This design comes from an exercise in tuning for small area and a short achievable clock period on the open sky130 flow, not from production work.
Function was not checked in any run shown here: the RTL went through the layout flow alone.
In every run shown here, the design's own scripts or RTL, not TritonCTS, make the clock network.
The flow treats the clock pin as an ideal source. Dropping or thinning the clock tree relies on that and would not hold on a real chip.
Power is estimated from default activity; no workload was simulated.

==> flow/design.v, too long to show whole: its modules and the start of the top module <==
// module mac16: 1227 lines
// module mac16_fa: 4 lines
// module mac16_pp: 3 lines
// module mac16_ha: 4 lines
module mac16 (
    input             clk,
    input             rst_n,
    input      [15:0] a,
    input      [15:0] b,
    input      [31:0] acc,
    output reg [31:0] out
);
  // ...
==> flow/flow/run.sh <==
#!/bin/bash
# Own layout flow: the standard ORFS flow (standard.sh, synthesis included)
# with two hooks:
#  - flow/resize_hook.tcl, before the placement resizer: port buffer cells and
#    the drive strength of the operand flip-flops;
#  - flow/cts_hook3.tcl, at the start of CTS: a balanced clock tree of
#    inverter pairs (port -> 4 x clkinv_8 -> 4 x clkinv_16 -> flip-flops)
#    instead of TritonCTS's two-level H-tree of buffers.
set -euo pipefail
here=$(pwd)
export PRE_RESIZE_TCL=$here/flow/resize_hook.tcl
export PRE_CTS_TCL=$here/flow/cts_hook3.tcl
bash standard.sh > $here/standard_flow.log 2>&1
==> flow/flow/cts_hook3.tcl <==
# Clock tree of inverter pairs: the clock port drives four clkinv_8 clock
# inverters; each drives one clkinv_16, which drives the clock pins of one
# quarter of the flip-flops (halved at the median x, then at the median y).
# Every flip-flop sees the same two inverters between it and the port, so the
# clock keeps its polarity and the tree is balanced.
set db [ord::get_db]
set block [ord::get_db_block]
set clk_net [$block findNet clk]
set leaf_master [$db findMaster sky130_fd_sc_hd__clkinv_16]
set root_master [$db findMaster sky130_fd_sc_hd__clkinv_8]

set sinks {}
foreach it [$clk_net getITerms] {
  if {[$it isInputSignal]} {
    set loc [[$it getInst] getLocation]
    lappend sinks [list $it [lindex $loc 0] [lindex $loc 1]]
  }
}
proc bisect {items idx depth} {
  if {$depth == 0} { return [list $items] }
  set s [lsort -real -index $idx $items]
  set h [expr {[llength $s] / 2}]
  set nidx [expr {$idx == 1 ? 2 : 1}]
  return [concat [bisect [lrange $s 0 [expr {$h - 1}]] $nidx [expr {$depth - 1}]] \
                 [bisect [lrange $s $h end] $nidx [expr {$depth - 1}]]]
}
proc centre {items} {
  set sx 0; set sy 0
  foreach s $items { set sx [expr {$sx + [lindex $s 1]}]; set sy [expr {$sy + [lindex $s 2]}] }
  set n [llength $items]
  return [list [expr {int($sx / $n)}] [expr {int($sy / $n)}]]
}
set i 0
foreach g [bisect $sinks 1 2] {
  lassign [centre $g] cx cy
  set rinst [odb::dbInst_create $block $root_master "clkinv_r${i}"]
  set rnet [odb::dbNet_create $block "clknet_r${i}"]
  $rnet setSigType CLOCK
  [$rinst findITerm A] connect $clk_net
  [$rinst findITerm Y] connect $rnet
  $rinst setLocation $cx $cy
  $rinst setPlacementStatus PLACED
  set inst [odb::dbInst_create $block $leaf_master "clkinv_l${i}"]
  set net [odb::dbNet_create $block "clknet_l${i}"]
  $net setSigType CLOCK
  [$inst findITerm A] connect $rnet
  [$inst findITerm Y] connect $net
  foreach s $g {
    set it [lindex $s 0]
    $it disconnect
    $it connect $net
  }
  $inst setLocation $cx $cy
  $inst setPlacementStatus PLACED
  puts "cts_hook: clkinv_l${i} drives [llength $g] clock pins"
  incr i
}
$clk_net setSigType CLOCK

# cts.tcl calls repair_clock_inverters and clock_tree_synthesis next; the tree
# is already built (and its inverters must not be cloned per flip-flop).
rename repair_clock_inverters my_unused_repair_clock_inverters
proc repair_clock_inverters {args} { puts "cts_hook: clock inverters kept as built" }
rename clock_tree_synthesis my_unused_clock_tree_synthesis
proc clock_tree_synthesis {args} { puts "cts_hook: clock tree built by flow/cts_hook3.tcl" }
==> flow/flow/resize_hook.tcl <==
# Port buffers: a small buffer on inputs, a faster one on outputs (out[*] drives
# the 10 fF load and sits on the output timing path).
set n_in 0
set n_out 0
foreach inst [get_cells *] {
  set name [get_property $inst name]
  set ref [get_property $inst ref_name]
  if {[regexp {^input[0-9]+$} $name] && [string match "*buf*" $ref]
      && [get_property [get_nets -of_objects [get_pins $name/A]] name] ne "rst_n"} {
    replace_cell $inst sky130_fd_sc_hd__buf_1
    incr n_in
  } elseif {[regexp {^output[0-9]+$} $name] && [string match "*buf*" $ref]} {
    replace_cell $inst sky130_fd_sc_hd__buf_2
    incr n_out
  } elseif {[regexp {^[ab]_r\[[0-9]+\]} $name] && $ref eq "sky130_fd_sc_hd__dfxtp_1"} {
    replace_cell $inst sky130_fd_sc_hd__dfxtp_4
  }
}
puts "resize_hook: $n_in input and $n_out output buffers replaced"

# Logic cells that synthesis sized up (_2, _4, ...) go back to their smallest
# drive strength: the clock period leaves every such path far from critical.
set n_down 0
foreach inst [get_cells *] {
  set ref [get_property $inst ref_name]
  if {[regexp {^(sky130_fd_sc_hd__([a-z0-9]+))_([0-9]+)$} $ref -> base func drive]
      && $drive > 1
      && ![regexp {^(df|sdf|edf|dl|buf|clk|inv|bufinv|conb|tap|fill|decap|fa|ha)} $func]} {
    foreach small {1 0} {
      set lib_cell [get_lib_cells -quiet */${base}_${small}]
      if {$lib_cell ne ""} {
        replace_cell $inst [get_property $lib_cell name]
        incr n_down
        break
      }
    }
  }
}
puts "resize_hook: $n_down logic cells set to their smallest size"
==> flow/standard.sh <==
#!/bin/bash
# synth_recipe.tcl (not shown) runs the flow's synth.tcl, then flattens the netlist and writes it again
# the make line also repeats each setting of config.mk as NAME=value (left out here)
make -C /OpenROAD-flow-scripts/flow DESIGN_CONFIG=/design/flow/config.mk WORK_HOME=/design/flow/orfs CLKGATE_MAP_FILE= SYNTH_SCRIPT=/design/flow/synth_recipe.tcl "${@:-finish}"
==> flow/config.mk <==
export PLATFORM = sky130hd
export DESIGN_NAME = mac16
export DESIGN_NICKNAME = mac16
export VERILOG_FILES = /design/flow/design.v
export SDC_FILE = /design/flow/constraint.sdc
export NUM_CORES = 4
export LEC_CHECK = 0
export CAP_MARGIN = 20
export CORE_MARGIN = 2
export CORE_UTILIZATION = 65
export SLEW_MARGIN = 20
export SYNTH_HIERARCHICAL = 1
export SYNTH_MINIMUM_KEEP_SIZE = 0
==> flow/constraint.sdc <==
create_clock -name core_clock -period 15.0 [get_ports {clk}]
set_input_delay 3.0000 -clock core_clock [delete_from_list [all_inputs] [get_ports {clk}]]
set_output_delay 3.0000 -clock core_clock [all_outputs]
set_load 0.01 [all_outputs]
==> impl_metrics.env, run 1 <==
export IMPL_status="complete, no violations"
export IMPL_clock_skew_ps=10.1
export IMPL_drt_total_wl_microns=23400
export IMPL_postPlaceCellArea_sq_um=11200
export IMPL_fin_crit_sh_pct=24.3
export IMPL_routed_via_density=5.72
export IMPL_rsz0062_at_grt="false"
export IMPL_drv_cap=0
export IMPL_initial_core_util_pct=66.1
export IMPL_drt_iter0_drc=692
export IMPL_seq_power_share_pct=35.2
export IMPL_powerSeq_mw=0.612
export IMPL_power_total_mw=1.74
export IMPL_track_usage_pct=29.2
export IMPL_num_io_pins=98
export IMPL_worst_path_max_delay_cell="dfrtp_1"
export IMPL_startpoint_type="flop"
export IMPL_inv_count=55
export IMPL_grt_pass1_vias=7389
export IMPL_layout_common_cells="nor2_1, fa_1, dfxtp_1"
export IMPL_path_depth=1
export IMPL_min_from="v1$_DFF_PN0_"
export IMPL_drive_gt1_share_pct=7.68
export IMPL_slew_limit_headroom_pct=57.6
export IMPL_sw_frac_of_total_pct=41.5
export IMPL_finalCriticalPeriod_ps=3650
export IMPL_maxPowerGroup="combinational cells"
export IMPL_cp_data_arrival_time_ps=650
export IMPL_overflow=0
export IMPL_antenna_found_initial=0
export IMPL_synthMuxAreaShare_pct=0.540
export IMPL_sh_seq_area_pct=29.9
export IMPL_netlist_area_sq_um=10400
export IMPL_synth_edf_count=0
export IMPL_totalNegativeSetupSlack_ps=0
export IMPL_fillers=1178
export IMPL_r2r_cells=7
==> run 2: changes to the inputs <==
--- a/flow/design.v
+++ b/flow/design.v
@@ -2,24 +2,24 @@
 module mac16 (
     input             clk,
     input             rst_n,
     input      [15:0] a,
     input      [15:0] b,
     input      [31:0] acc,
     output reg [31:0] out
 );
-    reg v1, v2n;
+    reg v1, v2;
     always @(posedge clk or negedge rst_n) begin
         if (!rst_n) begin
-            v1  <= 1'b0;
-            v2n <= 1'b1;
+            v1 <= 1'b0;
+            v2 <= 1'b0;
         end else begin
-            v1  <= 1'b1;
-            v2n <= ~v1;
+            v1 <= 1'b1;
+            v2 <= v1;
         end
     end
     reg [15:0] a_r, b_r;
     reg [31:0] acc_r;
     always @(posedge clk) begin
         a_r   <= ~a;   
         b_r   <= ~b;
         acc_r <= acc;
@@ -1024,31 +1024,33 @@
     mac16_fa us485 (.a(c422), .b(c484), .c(s423), .s(s485), .co(c486));
     wire s487, c488;
     mac16_fa us487 (.a(c424), .b(s425), .c(c486), .s(s487), .co(c488));
     wire s489, c490;
     mac16_fa us489 (.a(c426), .b(s427), .c(c488), .s(s489), .co(c490));
     wire s491, c492;
     mac16_fa us491 (.a(c428), .b(s429), .c(c490), .s(s491), .co(c492));
     wire s493, c494;
-    mac16_ha us493 (.a(s479), .b(c478), .s(s493), .co(c494));
-    wire s495 = acc_r[31] ^ c480 ^ c494;
-    reg [5:0] lo_r;
-    reg [31:6] x_r;
-    reg [29:6] y_r;
+    mac16_fa us493 (.a(c430), .b(s431), .c(c492), .s(s493), .co(c494));
+    wire s495, c496;
+    mac16_ha us495 (.a(s479), .b(c478), .s(s495), .co(c496));
+    wire s497 = acc_r[31] ^ c480 ^ c496;
+    reg [6:0] lo_r;
+    reg [31:7] x_r;
+    reg [29:7] y_r;
     reg z_r;
     always @(posedge clk) begin
         lo_r[0] <= s481;
         lo_r[1] <= s483;
         lo_r[2] <= s485;
         lo_r[3] <= s487;
         lo_r[4] <= s489;
         lo_r[5] <= s491;
-        x_r[6] <= c430;
-        x_r[7] <= s433;
+        lo_r[6] <= s493;
+        x_r[7] <= c432;
         x_r[8] <= s435;
         x_r[9] <= s437;
         x_r[10] <= s439;
         x_r[11] <= s441;
         x_r[12] <= s443;
         x_r[13] <= s445;
         x_r[14] <= s447;
         x_r[15] <= s449;
@@ -1061,20 +1063,19 @@
         x_r[22] <= s463;
         x_r[23] <= s465;
         x_r[24] <= s467;
         x_r[25] <= s469;
         x_r[26] <= s471;
         x_r[27] <= s473;
         x_r[28] <= s475;
         x_r[29] <= s477;
-        x_r[30] <= s493;
-        x_r[31] <= s495;
-        y_r[6] <= s431;
-        y_r[7] <= c432;
+        x_r[30] <= s495;
+        x_r[31] <= s497;
+        y_r[7] <= s433;
         y_r[8] <= c434;
         y_r[9] <= c436;
         y_r[10] <= c438;
         y_r[11] <= c440;
         y_r[12] <= c442;
         y_r[13] <= c444;
         y_r[14] <= c446;
         y_r[15] <= c448;
@@ -1087,148 +1088,116 @@
         y_r[22] <= c462;
         y_r[23] <= c464;
         y_r[24] <= c466;
         y_r[25] <= c468;
         y_r[26] <= c470;
         y_r[27] <= c472;
         y_r[28] <= c474;
         y_r[29] <= c476;
-        z_r <= c492;
+        z_r <= c494;
     end
-    wire [31:6] y_v = {1'b0, 1'b0, y_r[29], y_r[28], y_r[27], y_r[26], y_r[25], y_r[24], y_r[23], y_r[22], y_r[21], y_r[20], y_r[19], y_r[18], y_r[17], y_r[16], y_r[15], y_r[14], y_r[13], y_r[12], y_r[11], y_r[10], y_r[9], y_r[8], y_r[7], y_r[6]};
-    wire [31:6] g = x_r & y_v;
-    wire [31:6] p = x_r ^ y_v;
-    wire pg1 = g[6] | (p[6] & z_r);
-    wire pg2 = g[8] | (p[8] & g[7]);
-    wire pp2 = p[8] & p[7];
-    wire pg3 = g[10] | (p[10] & g[9]);
-    wire pp3 = p[10] & p[9];
-    wire pg4 = g[12] | (p[12] & g[11]);
-    wire pp4 = p[12] & p[11];
-    wire pg5 = g[14] | (p[14] & g[13]);
-    wire pp5 = p[14] & p[13];
-    wire pg6 = g[16] | (p[16] & g[15]);
-    wire pp6 = p[16] & p[15];
-    wire pg7 = g[18] | (p[18] & g[17]);
-    wire pp7 = p[18] & p[17];
-    wire pg8 = g[20] | (p[20] & g[19]);
-    wire pp8 = p[20] & p[19];
-    wire pg9 = g[22] | (p[22] & g[21]);
-    wire pp9 = p[22] & p[21];
-    wire pg10 = g[24] | (p[24] & g[23]);
-    wire pp10 = p[24] & p[23];
-    wire pg11 = g[26] | (p[26] & g[25]);
-    wire pp11 = p[26] & p[25];
-    wire pg12 = g[28] | (p[28] & g[27]);
-    wire pp12 = p[28] & p[27];
-    wire pg13 = g[30] | (p[30] & g[29]);
-    wire pp13 = p[30] & p[29];
-    wire pg14 = g[7] | (p[7] & pg1);
-    wire pg15 = pg2 | (pp2 & pg1);
-    wire pg16 = g[11] | (p[11] & pg3);
-    wire pp16 = p[11] & pp3;
-    wire pg17 = pg4 | (pp4 & pg3);
-    wire pp17 = pp4 & pp3;
-    wire pg18 = g[15] | (p[15] & pg5);
-    wire pp18 = p[15] & pp5;
-    wire pg19 = pg6 | (pp6 & pg5);
-    wire pp19 = pp6 & pp5;
-    wire pg20 = g[19] | (p[19] & pg7);
-    wire pp20 = p[19] & pp7;
-    wire pg21 = pg8 | (pp8 & pg7);
-    wire pp21 = pp8 & pp7;
-    wire pg22 = g[23] | (p[23] & pg9);
-    wire pp22 = p[23] & pp9;
-    wire pg23 = pg10 | (pp10 & pg9);
-    wire pp23 = pp10 & pp9;
-    wire pg24 = g[27] | (p[27] & pg11);
-    wire pp24 = p[27] & pp11;
-    wire pg25 = pg12 | (pp12 & pg11);
-    wire pp25 = pp12 & pp11;
-    wire pg26 = g[31] | (p[31] & pg13);
-    wire pp26 = p[31] & pp13;
-    wire pg27 = g[9] | (p[9] & pg15);
-    wire pg28 = pg3 | (pp3 & pg15);
-    wire pg29 = pg16 | (pp16 & pg15);
-    wire pg30 = pg17 | (pp17 & pg15);
-    wire pg31 = g[17] | (p[17] & pg19);
-    wire pp31 = p[17] & pp19;
-    wire pg32 = pg7 | (pp7 & pg19);
-    wire pp32 = pp7 & pp19;
-    wire pg33 = pg20 | (pp20 & pg19);
-    wire pp33 = pp20 & pp19;
-    wire pg34 = pg21 | (pp21 & pg19);
-    wire pp34 = pp21 & pp19;
-    wire pg35 = g[25] | (p[25] & pg23);
-    wire pp35 = p[25] & pp23;
-    wire pg36 = pg11 | (pp11 & pg23);
-    wire pp36 = pp11 & pp23;
-    wire pg37 = pg24 | (pp24 & pg23);
-    wire pp37 = pp24 & pp23;
-    wire pg38 = pg25 | (pp25 & pg23);
-    wire pp38 = pp25 & pp23;
-    wire pg39 = g[13] | (p[13] & pg30);
-    wire pg40 = pg5 | (pp5 & pg30);
-    wire pg41 = pg18 | (pp18 & pg30);
-    wire pg42 = pg19 | (pp19 & pg30);
-    wire pg43 = pg31 | (pp31 & pg30);
-    wire pg44 = pg32 | (pp32 & pg30);
-    wire pg45 = pg33 | (pp33 & pg30);
-    wire pg46 = pg34 | (pp34 & pg30);
-    wire pg47 = g[29] | (p[29] & pg38);
-    wire pp47 = p[29] & pp38;
-    wire pg48 = pg13 | (pp13 & pg38);
-    wire pp48 = pp13 & pp38;
-    wire pg49 = pg26 | (pp26 & pg38);
-    wire pp49 = pp26 & pp38;
-    wire pg50 = g[21] | (p[21] & pg46);
-    wire pg51 = pg9 | (pp9 & pg46);
-    wire pg52 = pg22 | (pp22 & pg46);
-    wire pg53 = pg23 | (pp23 & pg46);
-    wire pg54 = pg35 | (pp35 & pg46);
-    wire pg55 = pg36 | (pp36 & pg46);
-    wire pg56 = pg37 | (pp37 & pg46);
-    wire pg57 = pg38 | (pp38 & pg46);
-    wire pg58 = pg47 | (pp47 & pg46);
-    wire pg59 = pg48 | (pp48 & pg46);
-    wire pg60 = pg49 | (pp49 & pg46);
-    wire [31:6] hi;
-    assign hi[6] = p[6] ^ z_r;
-    assign hi[7] = p[7] ^ pg1;
-    assign hi[8] = p[8] ^ pg14;
-    assign hi[9] = p[9] ^ pg15;
-    assign hi[10] = p[10] ^ pg27;
-    assign hi[11] = p[11] ^ pg28;
-    assign hi[12] = p[12] ^ pg29;
-    assign hi[13] = p[13] ^ pg30;
-    assign hi[14] = p[14] ^ pg39;
-    assign hi[15] = p[15] ^ pg40;
-    assign hi[16] = p[16] ^ pg41;
-    assign hi[17] = p[17] ^ pg42;
-    assign hi[18] = p[18] ^ pg43;
-    assign hi[19] = p[19] ^ pg44;
-    assign hi[20] = p[20] ^ pg45;
-    assign hi[21] = p[21] ^ pg46;
-    assign hi[22] = p[22] ^ pg50;
-    assign hi[23] = p[23] ^ pg51;
-    assign hi[24] = p[24] ^ pg52;
-    assign hi[25] = p[25] ^ pg53;
-    assign hi[26] = p[26] ^ pg54;
-    assign hi[27] = p[27] ^ pg55;
-    assign hi[28] = p[28] ^ pg56;
-    assign hi[29] = p[29] ^ pg57;
-    assign hi[30] = p[30] ^ pg58;
-    assign hi[31] = p[31] ^ pg59;
+    wire [31:7] y_v = {1'b0, 1'b0, y_r[29], y_r[28], y_r[27], y_r[26], y_r[25], y_r[24], y_r[23], y_r[22], y_r[21], y_r[20], y_r[19], y_r[18], y_r[17], y_r[16], y_r[15], y_r[14], y_r[13], y_r[12], y_r[11], y_r[10], y_r[9], y_r[8], y_r[7]};
+    wire [31:7] g = x_r & y_v;
+    wire [31:7] p = x_r ^ y_v;
+    wire pg1 = g[7] | (p[7] & z_r);
+    wire pg2 = g[9] | (p[9] & g[8]);
+    wire pp2 = p[9] & p[8];
+    wire pg3 = g[11] | (p[11] & g[10]);
+    wire pp3 = p[11] & p[10];
+    wire pg4 = g[13] | (p[13] & g[12]);
+    wire pp4 = p[13] & p[12];
+    wire pg5 = g[15] | (p[15] & g[14]);
+    wire pp5 = p[15] & p[14];
+    wire pg6 = g[17] | (p[17] & g[16]);
+    wire pp6 = p[17] & p[16];
+    wire pg7 = g[19] | (p[19] & g[18]);
+    wire pp7 = p[19] & p[18];
+    wire pg8 = g[21] | (p[21] & g[20]);
+    wire pp8 = p[21] & p[20];
+    wire pg9 = g[23] | (p[23] & g[22]);
+    wire pp9 = p[23] & p[22];
+    wire pg10 = g[25] | (p[25] & g[24]);
+    wire pp10 = p[25] & p[24];
+    wire pg11 = g[27] | (p[27] & g[26]);
+    wire pp11 = p[27] & p[26];
+    wire pg12 = g[29] | (p[29] & g[28]);
+    wire pp12 = p[29] & p[28];
+    wire pg13 = g[31] | (p[31] & g[30]);
+    wire pp13 = p[31] & p[30];
+    wire pg14 = pg2 | (pp2 & pg1);
+    wire pg15 = pg4 | (pp4 & pg3);
+    wire pp15 = pp4 & pp3;
+    wire pg16 = pg6 | (pp6 & pg5);
+    wire pp16 = pp6 & pp5;
+    wire pg17 = pg8 | (pp8 & pg7);
+    wire pp17 = pp8 & pp7;
+    wire pg18 = pg10 | (pp10 & pg9);
+    wire pp18 = pp10 & pp9;
+    wire pg19 = pg12 | (pp12 & pg11);
+    wire pp19 = pp12 & pp11;
+    wire pg20 = pg15 | (pp15 & pg14);
+    wire pg21 = pg17 | (pp17 & pg16);
+    wire pp21 = pp17 & pp16;
+    wire pg22 = pg19 | (pp19 & pg18);
+    wire pp22 = pp19 & pp18;
+    wire pg23 = pg21 | (pp21 & pg20);
+    wire pg24 = pg22 | (pp22 & pg23);
+    wire pg25 = pg16 | (pp16 & pg20);
+    wire pg26 = pg18 | (pp18 & pg23);
+    wire pg27 = pg3 | (pp3 & pg14);
+    wire pg28 = pg5 | (pp5 & pg20);
+    wire pg29 = pg7 | (pp7 & pg25);
+    wire pg30 = pg9 | (pp9 & pg23);
+    wire pg31 = pg11 | (pp11 & pg26);
+    wire pg32 = pg13 | (pp13 & pg24);
+    wire pg33 = g[8] | (p[8] & pg1);
+    wire pg34 = g[10] | (p[10] & pg14);
+    wire pg35 = g[12] | (p[12] & pg27);
+    wire pg36 = g[14] | (p[14] & pg20);
+    wire pg37 = g[16] | (p[16] & pg28);
+    wire pg38 = g[18] | (p[18] & pg25);
+    wire pg39 = g[20] | (p[20] & pg29);
+    wire pg40 = g[22] | (p[22] & pg23);
+    wire pg41 = g[24] | (p[24] & pg30);
+    wire pg42 = g[26] | (p[26] & pg26);
+    wire pg43 = g[28] | (p[28] & pg31);
+    wire pg44 = g[30] | (p[30] & pg24);
+    wire [31:7] hi;
+    assign hi[7] = p[7] ^ z_r;
+    assign hi[8] = p[8] ^ pg1;
+    assign hi[9] = p[9] ^ pg33;
+    assign hi[10] = p[10] ^ pg14;
+    assign hi[11] = p[11] ^ pg34;
+    assign hi[12] = p[12] ^ pg27;
+    assign hi[13] = p[13] ^ pg35;
+    assign hi[14] = p[14] ^ pg20;
+    assign hi[15] = p[15] ^ pg36;
+    assign hi[16] = p[16] ^ pg28;
+    assign hi[17] = p[17] ^ pg37;
+    assign hi[18] = p[18] ^ pg25;
+    assign hi[19] = p[19] ^ pg38;
+    assign hi[20] = p[20] ^ pg29;
+    assign hi[21] = p[21] ^ pg39;
+    assign hi[22] = p[22] ^ pg23;
+    assign hi[23] = p[23] ^ pg40;
+    assign hi[24] = p[24] ^ pg30;
+    assign hi[25] = p[25] ^ pg41;
+    assign hi[26] = p[26] ^ pg26;
+    assign hi[27] = p[27] ^ pg42;
+    assign hi[28] = p[28] ^ pg31;
+    assign hi[29] = p[29] ^ pg43;
+    assign hi[30] = p[30] ^ pg24;
+    assign hi[31] = p[31] ^ pg44;
     wire [31:0] sum = {hi, lo_r};
     always @(posedge clk or negedge rst_n) begin
         if (!rst_n)
             out <= 32'd0;
         else
-            out <= ~(~sum | {32{v2n}});
+            out <= v2 ? sum : 32'd0;
     end
 endmodule
 module mac16_fa (input a, input b, input c, output s, output co);
     assign s  = a ^ b ^ c;
     assign co = (a & b) | (a & c) | (b & c);
 endmodule
 module mac16_pp (input a, input b, output p);
     assign p = ~(a | b);
==> flow/flow/run.sh (replaced) <==
#!/bin/bash
# Own layout flow: the standard ORFS flow (standard.sh, synthesis included)
# with two hooks:
#  - flow/resize_hook.tcl, before the placement resizer: port buffer cells and
#    the drive strength of the operand flip-flops;
#  - flow/cts_hook3.tcl, at the start of CTS: a balanced clock tree of
#    inverter pairs (port -> 4 x clkinv_4 -> 4 x clkinv_16 -> flip-flops)
#    instead of TritonCTS's two-level H-tree of buffers.
set -euo pipefail
here=$(pwd)
export PRE_RESIZE_TCL=$here/flow/resize_hook.tcl
export PRE_CTS_TCL=$here/flow/cts_hook3.tcl
bash standard.sh > $here/standard_flow.log 2>&1
--- a/flow/flow/cts_hook3.tcl
+++ b/flow/flow/cts_hook3.tcl
@@ -1,18 +1,18 @@
-# Clock tree of inverter pairs: the clock port drives four clkinv_8 clock
+# Clock tree of inverter pairs: the clock port drives four small clock
 # inverters; each drives one clkinv_16, which drives the clock pins of one
 # quarter of the flip-flops (halved at the median x, then at the median y).
 # Every flip-flop sees the same two inverters between it and the port, so the
 # clock keeps its polarity and the tree is balanced.
 set db [ord::get_db]
 set block [ord::get_db_block]
 set clk_net [$block findNet clk]
 set leaf_master [$db findMaster sky130_fd_sc_hd__clkinv_16]
-set root_master [$db findMaster sky130_fd_sc_hd__clkinv_8]
+set root_master [$db findMaster sky130_fd_sc_hd__clkinv_4]
 
 set sinks {}
 foreach it [$clk_net getITerms] {
   if {[$it isInputSignal]} {
     set loc [[$it getInst] getLocation]
     lappend sinks [list $it [lindex $loc 0] [lindex $loc 1]]
   }
 }
==> flow/flow/resize_hook.tcl (replaced) <==
# Port buffers: a small buffer on inputs, a faster one on outputs (out[*] drives
# the 10 fF load and sits on the output timing path).
set n_in 0
set n_out 0
foreach inst [get_cells *] {
  set name [get_property $inst name]
  set ref [get_property $inst ref_name]
  if {[regexp {^input[0-9]+$} $name] && [string match "*buf*" $ref]
      && [get_property [get_nets -of_objects [get_pins $name/A]] name] ne "rst_n"} {
    replace_cell $inst sky130_fd_sc_hd__buf_1
    incr n_in
  } elseif {[regexp {^output[0-9]+$} $name] && [string match "*buf*" $ref]} {
    replace_cell $inst sky130_fd_sc_hd__buf_2
    incr n_out
  } elseif {[regexp {^[ab]_r\[[0-9]+\]} $name] && $ref eq "sky130_fd_sc_hd__dfxtp_1"} {
    replace_cell $inst sky130_fd_sc_hd__dfxtp_4
  }
}
puts "resize_hook: $n_in input and $n_out output buffers replaced"
==> flow/config.mk (replaced) <==
export PLATFORM = sky130hd
export DESIGN_NAME = mac16
export DESIGN_NICKNAME = mac16
export VERILOG_FILES = /design/flow/design.v
export SDC_FILE = /design/flow/constraint.sdc
export NUM_CORES = 4
export LEC_CHECK = 0
export ABC_AREA = 1
export CAP_MARGIN = 20
export CORE_MARGIN = 2
export CORE_UTILIZATION = 65
export SLEW_MARGIN = 20
export SYNTH_HIERARCHICAL = 1
export SYNTH_MINIMUM_KEEP_SIZE = 0
==> impl_metrics.env, run 2 <==
export IMPL_insertion_delay_ps=170
export IMPL_overflow=0
export IMPL_post_cts_setup_buffers=0
export IMPL_slew_limit_headroom_pct=65.1
export IMPL_gp_congestion=0.948
export IMPL_startpoint_type="flop"
export IMPL_synth_commonest_cells="nor2_1, fa_1, dfxtp_1"
export IMPL_vias=6695
export IMPL_status="complete, no violations"
export IMPL_route_detailed_drc=0
export IMPL_drive_gt1_share_pct=9.36
export IMPL_ant_nets=0
export IMPL_synth_most_common_cell="nor2_1"
export IMPL_ctsResizeCount=0
export IMPL_dieArea_sq_um=17000
export IMPL_m1WireLength_microns=8780
export IMPL_drv_cap=0
export IMPL_worst_path_max_delay_cell="dfrtp_1"
export IMPL_fmax_mhz=272
export IMPL_synth_seq_cells=154
export IMPL_synth_compound_area_share_pct=1.33
export IMPL_worst_slack_ps=11320
export IMPL_synth_cell_type_count=26
export IMPL_powerDensity_nw_per_um2=151
export IMPL_path_class="reg2out"
export IMPL_wl_per_cell_microns=19.4
export IMPL_totalNegativeSetupSlack_ps=0
export IMPL_yosysSeqAreaShare_pct=31.3
export IMPL_ys_flop_type="dfxtp_1"
export IMPL_die_w_microns=131
export IMPL_synth_top_family_by_area="adder cells"
export IMPL_track_usage_pct=28.7
export IMPL_p_leak_nw=5.38
export IMPL_worst_pin_slew_ps=524
export IMPL_fillers=1144
export IMPL_grt_pass1_wl_microns=37000
export IMPL_fin_crit_sh_pct=24.5
export IMPL_synth_top_area_share_pct=46.5
export IMPL_required_ps=12000
export IMPL_peakVddDrop_mv=0.106
export IMPL_netlist_area_sq_um=10400
export IMPL_num_io_pins=98
export IMPL_syn_mean_instance_area_sq_um=11.9
export IMPL_yosysWarnings=7
export IMPL_hpwl_microns=17500
export IMPL_yosysTopAreaCell="fa_1"
export IMPL_drt_total_wl_microns=23300
export IMPL_clock_skew_ps=8.32
export IMPL_hp_class="reg2reg"
export IMPL_critical_path_endpoint_type="primary output"
export IMPL_drtPass1Iterations=5
export IMPL_syn_nets=1226
export IMPL_synthAdderAreaFrac_pct=51.5
export IMPL_synthTopCellsByArea="fa_1, dfxtp_1, nor2_1"
export IMPL_grt_max_degree=40
export IMPL_slowest_delay_ps=370
export IMPL_synth_cells=877
export IMPL_portBuffers=97
export IMPL_synth_async_sr_flop_share_pct=22.1
export IMPL_top_regs="acc_r: 32 flops, out: 32 flops, x_r: 25 flops"
export IMPL_num_rows=46
export IMPL_setup_viol=0
export IMPL_cp_data_arrival_time_ps=680
export IMPL_met2WireLength_microns=11500
export IMPL_rsz0062_at_grt="false"
export IMPL_fin_nets=1334
export IMPL_cts_hold_fix_buffers=0
export IMPL_initial_core_util_pct=66.0
export IMPL_highest_layer="met4"
export IMPL_final_common_cell="nor2_1"
export IMPL_synthMuxAreaShare_pct=0
export IMPL_slew_violations=0
export IMPL_synth_xor_area_share_pct=0.841
export IMPL_clk_pin_slew_ps=80
export IMPL_antenna_found_initial=0
export IMPL_hold_viol_final=0
export IMPL_core_sq_um=15800
export IMPL_pre_cts_ws_ps=11250
export IMPL_timing_critical_path_buf_inv=1
export IMPL_worstPathCellList="buf_2"
export IMPL_drt_iter0_drc=589
export IMPL_synth_edf_count=0
export IMPL_grt_pass1_vias=7468
export IMPL_critPathMaxFanout=1
export IMPL_antennaDiodeCount=0
export IMPL_finalCriticalPeriod_ps=3680
export IMPL_synthToLayoutAreaGrowth_pct=9.36
export IMPL_yosys_area_share_simple_pct=12.3
export IMPL_crit_family="flip-flops"
export IMPL_routed_via_density=5.58
export IMPL_layout_common_cells="nor2_1, fa_1, dfxtp_1"
export IMPL_dr_wl_met3_microns=2290
export IMPL_chipHeight_microns=131
-- run 2: cell types whose count changed after synthesis, sizes merged, moves of 5 or more --
| cell | change |
|---|---|
| nor2b | -12 |
| mux2 | -5 |
| inv | +28 |
| xnor2 | -5 |
| fa | +8 |
| a21o | -5 |
| nand2 | +39 |
-- run 2: cell type report --
class / instances / area [sq um] / share of cell area [%]
Multi-Input combinational cell: 645 / 6860 / 60.3
Inverter: 83 / 437 / 3.84
Timing Repair Buffer: 101 / 440 / 3.87
Tap cell: 216 / 270 / 2.37
Sequential cell: 154 / 3370 / 29.6
-- run 2: modules after synthesis, one instance, submodules excluded --
| module | copies in the design | cell area, sq um | flops+latches | cells inside |
|---|---|---|---|---|
| mac16_fa | 230 | 20.0 | 0 | 1 |
| mac16 | 1 | 4620 | 154 | 373 |
| mac16_pp | 256 | 3.75 | 0 | 1 |
| mac16_ha | 18 | 12.5 | 0 | 1 |
-- run 2: stage by stage --
stage	power, mW	area (sq um)	cells	util [%]	hold WS, ps
floorplan	1.26	10400	877	-	331
global placement	1.54	11700	1191	74.0	342
detailed placement	1.56	11200	1191	71.2	347
CTS	1.69	11400	1199	72.2	345
global route	1.88	11400	1199	72.2	375
finish	1.71	11400	1199	72.2	359
-- run 2: where the power goes --
| group | switching [mW] | total (mW) | internal [mW] |
|---|---|---|---|
| clock network | 0.136 | 0.165 | 0.0284 |
| registers | 0.0712 | 0.609 | 0.538 |
| logic | 0.520 | 0.941 | 0.420 |
-- run 2: layer usage --
| metal | vias up | GRT usage (%) |
|---|---|---|
| li1 | 2838 | - |
| met1 | 3422 | 37.3 |
| met4 | 0 | 8.32 |
| met2 | 371 | 49.8 |
| met5 | - | 0 |
| met3 | 64 | 5.82 |
-- run 2: worst paths after layout --
check                      cells past startpoint  slack [ps]                 to        startpoint
max                                            1       11320             out[8]  out[8]$_DFF_PN0_
min                                            0         360       v2$_DFF_PN0_      v1$_DFF_PN0_
max reg2reg                                    8       11370    x_r[18]$_DFF_P_    b_r[1]$_DFF_P_
min reg2reg                                    0         360       v2$_DFF_PN0_      v1$_DFF_PN0_
max in group asynchronous                      2       11480  out[24]$_DFF_PN0_             rst_n
min in group asynchronous                      2        3210  out[13]$_DFF_PN0_             rst_n
-- run 2: kinds of logic (layout without fill, tap and decap cells) --
logic type                 count (synthesis)  after routing
AOI/OAI and AO/OA                         20             20
xor gates and xnor gates                  10             10
adders and majority gates                283            283
buffers and inverters                     78            184
DFF                                      154            154
other                                      1              1
and+or+nand+nor                          331            331
==> run 3: changes to the inputs <==
--- a/flow/flow/run.sh
+++ b/flow/flow/run.sh
@@ -5,5 +5,5 @@
 #    the drive strength of the operand flip-flops;
 #  - flow/cts_hook3.tcl, at the start of CTS: a balanced clock tree of
-#    inverter pairs (port -> 4 x clkinv_4 -> 4 x clkinv_16 -> flip-flops)
+#    inverter pairs (port -> 4 x clkinv_8 -> 4 x clkinv_16 -> flip-flops)
 #    instead of TritonCTS's two-level H-tree of buffers.
 set -euo pipefail
--- a/flow/flow/cts_hook3.tcl
+++ b/flow/flow/cts_hook3.tcl
@@ -1,3 +1,3 @@
-# Clock tree of inverter pairs: the clock port drives four small clock
+# Clock tree of inverter pairs: the clock port drives four clkinv_8 clock
 # inverters; each drives one clkinv_16, which drives the clock pins of one
 # quarter of the flip-flops (halved at the median x, then at the median y).
@@ -8,5 +8,5 @@
 set clk_net [$block findNet clk]
 set leaf_master [$db findMaster sky130_fd_sc_hd__clkinv_16]
-set root_master [$db findMaster sky130_fd_sc_hd__clkinv_4]
+set root_master [$db findMaster sky130_fd_sc_hd__clkinv_8]
 
 set sinks {}
--- a/flow/flow/resize_hook.tcl
+++ b/flow/flow/resize_hook.tcl
@@ -18,2 +18,22 @@
 }
 puts "resize_hook: $n_in input and $n_out output buffers replaced"
+
+# Logic cells that synthesis sized up (_2, _4, ...) go back to their smallest
+# drive strength: the clock period leaves every such path far from critical.
+set n_down 0
+foreach inst [get_cells *] {
+  set ref [get_property $inst ref_name]
+  if {[regexp {^(sky130_fd_sc_hd__([a-z0-9]+))_([0-9]+)$} $ref -> base func drive]
+      && $drive > 1
+      && ![regexp {^(df|sdf|edf|dl|buf|clk|inv|bufinv|conb|tap|fill|decap|fa|ha)} $func]} {
+    foreach small {1 0} {
+      set lib_cell [get_lib_cells -quiet */${base}_${small}]
+      if {$lib_cell ne ""} {
+        replace_cell $inst [get_property $lib_cell name]
+        incr n_down
+        break
+      }
+    }
+  }
+}
+puts "resize_hook: $n_down logic cells set to their smallest size"
==> impl_metrics.env, run 3 <==
export IMPL_post_cts_setup_buffers=0
export IMPL_num_rows=46
export IMPL_worst_path_max_delay_cell="dfrtp_1"
export IMPL_synth_most_common_cell="nor2_1"
export IMPL_slowest_delay_ps=370
export IMPL_overflow=0
export IMPL_design_area_sq_um=11400
export IMPL_synth_async_sr_flop_share_pct=22.1
export IMPL_drt_total_wl_microns=23500
export IMPL_critPathMaxFanout=1
export IMPL_final_cells=1199
export IMPL_p_sw_mw=0.714
export IMPL_synth_seq_cells=154
export IMPL_p_clk_share_pct=10.2
export IMPL_intPower_mw=0.985
export IMPL_grt_pass1_vias=7504
export IMPL_timing_critical_path_buf_inv=1
export IMPL_ctsResizeCount=0
export IMPL_worst_slack_ps=11350
export IMPL_num_io_pins=98
export IMPL_power_total_mw=1.70
export IMPL_finalCriticalPeriod_ps=3650
export IMPL_synthToLayoutAreaGrowth_pct=9.12
export IMPL_track_usage_pct=29.1
export IMPL_met2WireLength_microns=11800
export IMPL_synth_top_area_share_pct=46.5
export IMPL_combPwrFrac_pct=54.0
export IMPL_portBuffers=97
export IMPL_sw_frac_of_total_pct=42.0
export IMPL_worst_pin_slew_ps=542
export IMPL_fin_nets=1334
export IMPL_dp_cells=1191
export IMPL_insertion_delay_ps=150
export IMPL_rsz0062_at_grt="false"
export IMPL_syn_mean_instance_area_sq_um=11.9
export IMPL_peakVddDrop_mv=0.0627
export IMPL_drv_cap=0
export IMPL_postPlaceCellArea_sq_um=11200
export IMPL_layout_common_cells="nor2_1, fa_1, dfxtp_1"
export IMPL_highest_layer="met4"
export IMPL_slew_violations=0
export IMPL_route_detailed_drc=0
export IMPL_fmax_mhz=274
export IMPL_drive_gt1_share_pct=8.24
export IMPL_powerDensity_nw_per_um2=150
export IMPL_yosysTopAreaCell="fa_1"
export IMPL_status="complete, no violations"
export IMPL_clock_skew_ps=12.7
export IMPL_syn_nets=1226
export IMPL_totalNegativeSetupSlack_ps=0
export IMPL_core_sq_um=15800
export IMPL_clk_pin_slew_ps=80
export IMPL_dr_wl_met3_microns=2080
export IMPL_synth_commonest_cells="nor2_1, fa_1, dfxtp_1"
export IMPL_ys_flop_type="dfxtp_1"
export IMPL_critical_path_endpoint_type="primary output"
export IMPL_hp_class="reg2reg"
export IMPL_slew_limit_headroom_pct=63.9
export IMPL_antenna_found_initial=0
export IMPL_drtPass1Iterations=7
export IMPL_synth_cells=877
export IMPL_yosysSeqAreaShare_pct=31.3
export IMPL_fin_crit_sh_pct=24.3
export IMPL_required_ps=12000
export IMPL_drt_iter0_drc=494
export IMPL_setup_viol=0
export IMPL_vias=6734
export IMPL_r2r_slack_ps=11360
export IMPL_initial_core_util_pct=66.0
export IMPL_routed_via_density=5.62
export IMPL_startpoint_type="flop"
export IMPL_netlist_area_sq_um=10400
export IMPL_grt_pass1_wl_microns=37700
export IMPL_synthTopCellsByArea="fa_1, dfxtp_1, nor2_1"
export IMPL_ant_nets=0
export IMPL_postLayoutCoreUtil_pct=72.0
export IMPL_p_leak_nw=5.38
export IMPL_synth_edf_count=0
export IMPL_hold_viol_final=0
export IMPL_whs_ps=357
export IMPL_top_regs="acc_r: 32 flops, out: 32 flops, x_r: 25 flops"
export IMPL_dieArea_sq_um=17000
export IMPL_grt_max_degree=40
export IMPL_path_class="reg2out"
export IMPL_worstPathCellList="buf_2"
export IMPL_pre_cts_ws_ps=11240
export IMPL_die_w_microns=131
export IMPL_seq_power_share_pct=35.9
export IMPL_hpwl_microns=17500
export IMPL_final_common_cell="nor2_1"
export IMPL_chipHeight_microns=131
export IMPL_yosysWarnings=7
export IMPL_m1WireLength_microns=8930
export IMPL_gp_congestion=0.948
export IMPL_wl_per_cell_microns=19.6
export IMPL_cp_data_arrival_time_ps=650
export IMPL_crit_family="flip-flops"
export IMPL_synth_cell_type_count=26
export IMPL_cts_hold_fix_buffers=0
export IMPL_antennaDiodeCount=0
## run 3: worst paths after layout
path	cells past startpoint	to	startpoint
worst max-delay path	1	out[25]	out[25]$_DFF_PN0_
worst min-delay path	0	v2$_DFF_PN0_	v1$_DFF_PN0_
worst max register to register	8	x_r[18]$_DFF_P_	b_r[1]$_DFF_P_
worst min register to register	0	v2$_DFF_PN0_	v1$_DFF_PN0_
max in group asynchronous	2	v1$_DFF_PN0_	rst_n
min in group asynchronous	2	out[13]$_DFF_PN0_	rst_n
## run 3: Yosys stat by module, one instance, submodules excluded
| module | flip-flops and latches | area (sq um) | times used | cells |
|---|---|---|---|---|
| mac16 | 154 | 4620 | 1 | 373 |
| mac16_fa | 0 | 20.0 | 230 | 1 |
| mac16_ha | 0 | 12.5 | 18 | 1 |
| mac16_pp | 0 | 3.75 | 256 | 1 |
## run 3: kinds of logic after synthesis
kind of cell	count (synthesis)	share of synthesized area [%]
AOI/OAI and AO/OA	20	1.33
xor gates and xnor gates	10	0.841
adders and majority gates	283	51.5
buffers and inverters	78	2.81
DFF	154	31.3
other	1	0.0360
and+or+nand+nor	331	12.3
## run 3: power groups by stage
stage / Combinational [mW] / Sequential, mW / Clock [mW]
2_1_floorplan: 0.648 / 0.615 / 0
3_3_place_gp: 0.922 / 0.617 / 0
3_5_place_dp: 0.912 / 0.619 / 0
4_1_cts: 0.915 / 0.619 / 0.137
5_1_grt: 1.05 / 0.622 / 0.197
6_report: 0.917 / 0.609 / 0.173
## run 3: layer usage
layer  vias up  track usage [%]
li1       2833                -
met1      3427             39.0
met2       416             50.0
met3        58             4.48
met4         0             9.14
met5         -                0
## run 3: cell type report
| cell class | instances | area, sq um |
|---|---|---|
| Inverter | 83 | 467 |
| Timing Repair Buffer | 101 | 440 |
| Fill cell | 1167 | 4410 |
| Tap cell | 216 | 270 |
| Multi-Input combinational cell | 645 | 6810 |
| Sequential cell | 154 | 3370 |

-- port drivers added, routing unchanged --
How much do the figures lean on ideal ports? The routed layouts below were timed once more, with nothing changed but the port constraints. Step 1 sets driving cells, clkbuf_16 on the clock port and buf_2 on the other inputs (assumed; they add their load-dependent delay and slew). Step 2 adds t to the input delays and takes it off the output delays; t is the mean of the earliest and latest rising clock arrival at the registers after step 1. Input paths then give back, and output paths get back, about the clock's delay inside the block. Slacks: ideal / step 1 / step 2; pairs: ideal / step 1.
| run | shift t [ns] | setup slack, ns | worst hold slack (ns) |
|---|---|---|---|
| run 1 | 0.295 | 11.351 / 11.192 / 11.264 | 0.361 / 0.361 / 0.361 |
| run 2 | 0.286 | 11.323 / 11.208 / 11.283 | 0.359 / 0.359 / 0.359 |
| run 3 | 0.289 | 11.349 / 11.199 / 11.268 | 0.357 / 0.357 / 0.357 |
After both steps setup and hold are still met in every run listed. The setup slack of run 1, which loses most, moves by -0.159 ns with the drivers and by -0.087 ns with both steps. Setup slack includes reset recovery checks.
